What follows belongs to an exercise in optimizing a design on an open flow for small area; a production flow would make more cautious choices.
In this exercise RTL edits were held to simulation tests only and were not proved equivalent to the original.
Power is estimated from default activity; no workload was simulated.

==> inputs of harbor <==
## systolic_pe_array
module systolic_pe_array(clk,rst,load_wght,ifmap0,ifmap1,ifmap2,ifmap3,ifmap4,ifmap5,ifmap6,ifmap7,wght0,wght1,wght2,wght3,wght4,wght5,wght6,wght7,sum_in0,sum_in1,sum_in2,sum_in3,sum_in4,sum_in5,sum_in6,sum_in7,accum0,accum1,accum2,accum3,accum4,accum5,accum6,accum7);
input clk, rst, load_wght;
input [7:0] ifmap0, ifmap1, ifmap2, ifmap3, ifmap4, ifmap5, ifmap6, ifmap7;
input [7:0] wght0, wght1, wght2, wght3, wght4, wght5, wght6, wght7;
input [15:0] sum_in0, sum_in1, sum_in2, sum_in3, sum_in4, sum_in5, sum_in6, sum_in7;
output [15:0] accum0, accum1, accum2, accum3, accum4, accum5, accum6, accum7;
reg [4:0] cnt;
always @(posedge clk or posedge rst)
    if (rst) cnt <= 5'd0;
    else if (!cnt[4]) cnt <= cnt + 5'd1;
wire vld = cnt[4];
wire vld0 = cnt[4] | (&cnt[3:0]);
reg [7:0] w0_0, w0_1, w0_2, w0_3, w0_4, w0_5, w0_6, w0_7;
reg [7:0] w1_0, w1_1, w1_2, w1_3, w1_4, w1_5, w1_6, w1_7;
reg [7:0] w2_0, w2_1, w2_2, w2_3, w2_4, w2_5, w2_6, w2_7;
reg [7:0] w3_0, w3_1, w3_2, w3_3, w3_4, w3_5, w3_6, w3_7;
reg [7:0] w4_0, w4_1, w4_2, w4_3, w4_4, w4_5, w4_6, w4_7;
reg [7:0] w5_0, w5_1, w5_2, w5_3, w5_4, w5_5, w5_6, w5_7;
reg [7:0] w6_0, w6_1, w6_2, w6_3, w6_4, w6_5, w6_6, w6_7;
reg [7:0] w7_0, w7_1, w7_2, w7_3, w7_4, w7_5, w7_6, w7_7;
always @(posedge clk)
    if (rst) begin
        w0_0 <= 8'd0; w0_1 <= 8'd0; w0_2 <= 8'd0; w0_3 <= 8'd0; w0_4 <= 8'd0; w0_5 <= 8'd0; w0_6 <= 8'd0; w0_7 <= 8'd0;
        w1_0 <= 8'd0; w1_1 <= 8'd0; w1_2 <= 8'd0; w1_3 <= 8'd0; w1_4 <= 8'd0; w1_5 <= 8'd0; w1_6 <= 8'd0; w1_7 <= 8'd0;
        w2_0 <= 8'd0; w2_1 <= 8'd0; w2_2 <= 8'd0; w2_3 <= 8'd0; w2_4 <= 8'd0; w2_5 <= 8'd0; w2_6 <= 8'd0; w2_7 <= 8'd0;
        w3_0 <= 8'd0; w3_1 <= 8'd0; w3_2 <= 8'd0; w3_3 <= 8'd0; w3_4 <= 8'd0; w3_5 <= 8'd0; w3_6 <= 8'd0; w3_7 <= 8'd0;
        w4_0 <= 8'd0; w4_1 <= 8'd0; w4_2 <= 8'd0; w4_3 <= 8'd0; w4_4 <= 8'd0; w4_5 <= 8'd0; w4_6 <= 8'd0; w4_7 <= 8'd0;
  ...
clock: 5.5 ns
lec_check: 0
cap_margin: 20
core_margin: 2
core_utilization: 55
cts_buf_list: sky130_fd_sc_hd__clkbuf_16
cts_cluster_diameter: 80
cts_cluster_size: 30
gpl_timing_driven: 0
slew_margin: 20
standard.sh (not shown) runs the stock make flow with config.mk's settings and CLKGATE_MAP_FILE= SYNTH_SCRIPT=/design/flow/synth_recipe.tcl, a recipe that flattens the netlist after the stock synthesis.
==> flow/flow/run.sh <==
#!/bin/bash
set -euo pipefail
W=$PWD
export MY_FLOW_DIR=$W/flow
grep -q 'SYNTH_SCRIPT=' standard.sh
sed -e "s#SYNTH_SCRIPT=[^ ]*#SYNTH_SCRIPT=$W/flow/synth.tcl ADDER_MAP_FILE= 'BUFFER_PORTS_ARGS=-buffer_cell sky130_fd_sc_hd__buf_1' 'CTS_ARGS=-sink_clustering_enable -repair_clock_nets -dont_use_dummy_load -sink_clustering_size 30 -sink_clustering_max_diameter 80 -buf_list sky130_fd_sc_hd__clkbuf_16'#" standard.sh > my_standard.sh
bash my_standard.sh "$@" > flow_make.log 2>&1
Other scripts of this flow, unchanged in this note and not shown: flow/flow/cells_map.v, flow/flow/synth.tcl
==> delta (differences from harbor) <==
==> flow/flow/run.sh (replaced) <==
#!/bin/bash
set -euo pipefail
W=$PWD
export MY_FLOW_DIR=$W/flow
grep -q 'SYNTH_SCRIPT=' standard.sh
sed -e "s#SYNTH_SCRIPT=[^ ]*#SYNTH_SCRIPT=$W/flow/synth.tcl ADDER_MAP_FILE= 'BUFFER_PORTS_ARGS=-buffer_cell sky130_fd_sc_hd__buf_1'#" standard.sh > my_standard.sh
bash my_standard.sh "$@" > flow_make.log 2>&1
GPL_TIMING_DRIVEN = default   (was 0)
==> flow_results.org <==
** Pwr
- Combinational fraction of design power :: 46.2%
- Leak :: 68.7 nW
- The internal portion of the total power is 61.4 mW.

** GRT
- The initial antenna violation count came to 8.

** Timing
- Actual slew at the worst max-slew pin :: 1.15 ns

** Detailed routing
- For this block, the routed nets add up to 384 mm of wire.

** Outcome
- Outcome :: timing/DRC/antenna clean

** Finish
- In the layout the commonest cells are sky130_fd_sc_hd__dfxtp_1, sky130_fd_sc_hd__fa_1, sky130_fd_sc_hd__xor2_1.
- Final nets :: 17513
Source of the figures above: delta

==> flow_results.org <==
** Synthesis
- The commonest cells after synthesis are sky130_fd_sc_hd__dfxtp_1, sky130_fd_sc_hd__fa_1, sky130_fd_sc_hd__xor2_1.
- In this run, distinct cell masters in the synthesized netlist total 28.

** Outcome
- The flow ran to the end and the layout has no timing, DRC or antenna violations.

** Pwr
- Cell internal power was estimated by the tool at 60.4 mW.
- Combinational fraction of design power :: 47.1%
- Group with the largest share of power :: combinational cells
- For this design the static power due to leakage is 64.9 nW.

** Finish
- Total of fill cells in the finished design :: 25721
- Final nets :: 16903

** GRT
- The initial antenna violation count came to 12.

** Setup path
- Cell occurring most often along the worst timing path :: sky130_fd_sc_hd__fa_1
- Logic depth of the worst setup path including buffers :: 13

** Min path
- WHS Path Cells :: 0

** Detailed routing
- After detailed routing, the total wire length is 385 mm.

** Timing
- For the pin with the worst max-slew slack, the measured transition is 1.02 ns.
Source of the figures above: harbor

afterwards: timing with drivers on the ports:
How much do the figures lean on ideal ports? The routed layouts below were timed once more, with nothing changed but the port constraints.
Step 1 (the two cells are an assumption about what drives the block):
set clk [get_ports {clk}]
set_driving_cell -lib_cell sky130_fd_sc_hd__clkbuf_16 $clk
set_driving_cell -lib_cell sky130_fd_sc_hd__buf_2 [delete_from_list [all_inputs] $clk]
Step 2, shift: input delay + t, output delay - t, t = (earliest + latest rising clock arrival at the registers) / 2. This alone moves slack from input paths to output paths.
Three values: ideal, step 1, step 2; two values: the first two.
run	t, ns	setup WS [ns]	worst setup path after step 2	worst data-port slew with drivers (ns)	pins driven straight from the clock port
harbor	0.972	0.194 / 0.194 / 0.194	register to register	0.12	1
delta	0.990	0.313 / 0.313 / 0.313	register to register	0.07	1
After both steps setup and hold are still met in every run listed.
